From an optimization exercise on the open Yosys and OpenROAD flow, aimed at small area, a short achievable clock period and few clock cycles; shortcuts taken in it are not production practice. The RTL was checked by simulation tests, not by an equivalence proof against the original design. Power figures rest on the tool's default switching activity, not on a simulated workload.

Setup of delta:
## processing_element_avalon_interface
module processing_element_avalon_interface (
    input csi_clockreset_clk,
    input csi_clockreset_reset_n,
    input [7:0] avs_s1_address,
    input avs_s1_read,
    input avs_s1_write,
    input [31:0] avs_s1_writedata,
    output reg [31:0] avs_s1_readdata
);
export LEC_CHECK = 0
export CAP_MARGIN = 20
export CORE_MARGIN = 2
export CORE_UTILIZATION = 40
export CTS_BUF_LIST = sky130_fd_sc_hd__clkbuf_8
export CTS_CLUSTER_SIZE = 10
export SLEW_MARGIN = 20
export SYNTH_HIERARCHICAL = 1
export SYNTH_MINIMUM_KEEP_SIZE = 0
create_clock -name core_clock -period 12.5 [get_ports {csi_clockreset_clk}]
standard.sh (not shown) runs the stock make flow with config.mk's settings and CLKGATE_MAP_FILE= SYNTH_SCRIPT=/design/flow/synth_recipe.tcl, a recipe that flattens the netlist after the stock synthesis.
==> flow/flow/run.sh <==
#!/bin/bash
# Standard ORFS layout, with repair_timing asked to leave extra setup slack so
# that the fixed input/output paths are built fast, and a clock tree of
# small leaves without dummy loads. The SDC is the standard flow's own.
set -euo pipefail
bash standard.sh SETUP_SLACK_MARGIN=7 MATCH_CELL_FOOTPRINT=0 \
  "BUFFER_PORTS_ARGS=-buffer_cell sky130_fd_sc_hd__buf_2" \
  "CTS_ARGS=-sink_clustering_enable -repair_clock_nets -sink_clustering_size 8 -buf_list {sky130_fd_sc_hd__clkbuf_4 sky130_fd_sc_hd__clkbuf_8} -dont_use_dummy_load" \
  finish > standard_flow.log 2>&1
Testbench counts of delta, summed over its fixed seeds: cycles 36,800.
The inputs of tundra differ from those of delta as listed below.
==> flow/flow/run.sh <==
#!/bin/bash
# Standard ORFS layout, with repair_timing asked to leave extra setup slack so
# that the fixed input/output paths are built fast. The SDC is the standard flow's own.
set -euo pipefail
bash standard.sh SETUP_SLACK_MARGIN=6.5 MATCH_CELL_FOOTPRINT=0 \
  "BUFFER_PORTS_ARGS=-buffer_cell sky130_fd_sc_hd__buf_2" finish > standard_flow.log 2>&1
Results
- Taking delta as the reference point, the leakage power of tundra rises by about 3%.
- Worst hold slack | tundra above delta
- Against delta, tundra reports a multi-input gate area in the final layout that is higher.
- Max-slew headroom at the worst pin (lower): delta
- Number of nets in the layout was higher in tundra than in delta.
- Re power: delta and tundra aren't equal, and the lower value belongs to delta.
Inputs modified between tundra and maple:
- removing CTS_CLUSTER_SIZE (formerly 10)
- removing CTS_BUF_LIST (formerly sky130_fd_sc_hd__clkbuf_8)
--- a/flow/flow/run.sh
+++ b/flow/flow/run.sh
@@ -5 +5 @@
-bash standard.sh SETUP_SLACK_MARGIN=6.5 MATCH_CELL_FOOTPRINT=0 \
+bash standard.sh SETUP_SLACK_MARGIN=7 MATCH_CELL_FOOTPRINT=0 \
### Flow results
Compared with tundra, maple shows amount of wire on met3 after detailed routing that has gone up by more than 10%. maple vs. tundra: share of total power in combinational logic fell by 1.4 points, post-placement setup slack +11 ps.
#### Input delta (amber over maple)
- setting CTS_CLUSTER_SIZE to 10 for the first time
- setting CTS_BUF_LIST to sky130_fd_sc_hd__clkbuf_8 for the first time
==> flow/flow/run.sh <==
#!/bin/bash
# Standard ORFS layout, with repair_timing asked to leave extra setup slack so
# that the fixed input/output paths are built fast, and a clock tree of
# clkbuf_8 leaves without dummy loads. The SDC is the standard flow's own.
set -euo pipefail
bash standard.sh SETUP_SLACK_MARGIN=7 MATCH_CELL_FOOTPRINT=0 \
  "BUFFER_PORTS_ARGS=-buffer_cell sky130_fd_sc_hd__buf_2" \
  "CTS_ARGS=-sink_clustering_enable -repair_clock_nets -sink_clustering_size 10 -buf_list sky130_fd_sc_hd__clkbuf_8 -dont_use_dummy_load" \
  finish > standard_flow.log 2>&1
==> comparison <==
Worst setup slack of amber is on par with maple.
Comparing amber and maple, the higher first-iteration DRC count is on maple.
Compared with maple, amber shows a higher count of filler cells inserted in the layout.
Edits applied to the flow inputs when going from amber to ember:
==> flow/flow/run.sh <==
#!/bin/bash
# Standard ORFS layout, with repair_timing asked to leave extra setup slack so
# that the fixed input/output paths are built fast. The SDC is the standard flow's own.
set -euo pipefail
bash standard.sh SETUP_SLACK_MARGIN=7 MATCH_CELL_FOOTPRINT=0 \
  "BUFFER_PORTS_ARGS=-buffer_cell sky130_fd_sc_hd__buf_2" finish > standard_flow.log 2>&1
Findings:
Switching fraction of total power in ember is 2.0 points above amber.
Between amber and ember, design area increased.
Between amber and ember, the via count does not differ in any meaningful way.

========
JK:
Another version of the RTL of processing_element_avalon_interface (not shown whole).
For scale: roughly 76 I/O pins.
Settings: LEC_CHECK=0, CAP_MARGIN=20, CORE_MARGIN=2, CORE_UTILIZATION=50, CTS_BUF_LIST=sky130_fd_sc_hd__clkbuf_8, CTS_CLUSTER_SIZE=10, SLEW_MARGIN=20, SYNTH_HIERARCHICAL=1, SYNTH_MINIMUM_KEEP_SIZE=0; clock period 12.5 ns.
==> flow/flow/run.sh <==
#!/bin/bash
# Standard ORFS layout, with repair_timing asked to leave extra setup slack so
# that the fixed input/output paths are built fast, and a clock tree of
# clkbuf_8 leaves without dummy loads. The SDC is the standard flow's own.
set -euo pipefail
bash standard.sh SETUP_SLACK_MARGIN=7 MATCH_CELL_FOOTPRINT=0 \
  "BUFFER_PORTS_ARGS=-buffer_cell sky130_fd_sc_hd__buf_2" \
  "CTS_ARGS=-sink_clustering_enable -repair_clock_nets -sink_clustering_size 10 -buf_list sky130_fd_sc_hd__clkbuf_8 -dont_use_dummy_load" \
  finish > standard_flow.log 2>&1
Testbench counts of JK, summed over its fixed seeds: cycles 36,800.
--- input diff JK..MS ---
- changing CORE_UTILIZATION from 50 to 40
Results
Per the final summary, MS finished and its layout is clean on timing, DRC and antenna. Relative max-transition margin up 6.2 points in MS wrt JK. When MS is set beside JK, its final clock period utilization by the worst path turns out to be 0.15 points smaller. Against JK as the reference, MS delivers a higher worst setup slack. Power after layout: higher on JK.

static timing again, ports no longer ideal:
In the flow no input, the clock included, has a driving cell. The finished layouts below were timed again as built, in two steps. Step 1, drivers: a clkbuf_16 drives csi_clockreset_clk and a buf_2 each remaining input, both assumed. Step 2 moves the port delays by t, midway between the first and last clock arrival at a register: inputs arrive t later, outputs are due t later. That takes back most of the time a late clock gives input paths. Slacks: ideal / step 1 / step 2; pairs: ideal / step 1.
| run | shift t [ns] | setup WS [ns] | clock arrival spread, ns | worst slew at a driven data input, ns | pins driven straight from the clock port |
|---|---|---|---|---|---|
| delta | 0.481 | 6.518 / 6.482 / 6.482 | 0.034 / 0.034 | 0.05 | 1 |
| tundra | 0.496 | 6.459 / 6.421 / 6.421 | 0.017 / 0.018 | 0.05 | 1 |
| maple | 0.477 | 6.517 / 6.483 / 6.483 | 0.014 / 0.014 | 0.05 | 1 |
| amber | 0.481 | 6.518 / 6.482 / 6.482 | 0.034 / 0.034 | 0.05 | 1 |
| ember | 0.500 | 6.516 / 6.482 / 6.482 | 0.027 / 0.027 | 0.05 | 1 |
| JK | 0.478 | 6.510 / 6.452 / 6.452 | 0.042 / 0.041 | 0.08 | 1 |
| MS | 0.479 | 6.529 / 6.508 / 6.508 | 0.029 / 0.029 | 0.04 | 1 |
After both steps setup and hold are still met in every run listed. The setup slack of JK, which loses most, moves by -0.058 ns with the drivers and by -0.058 ns with both steps.
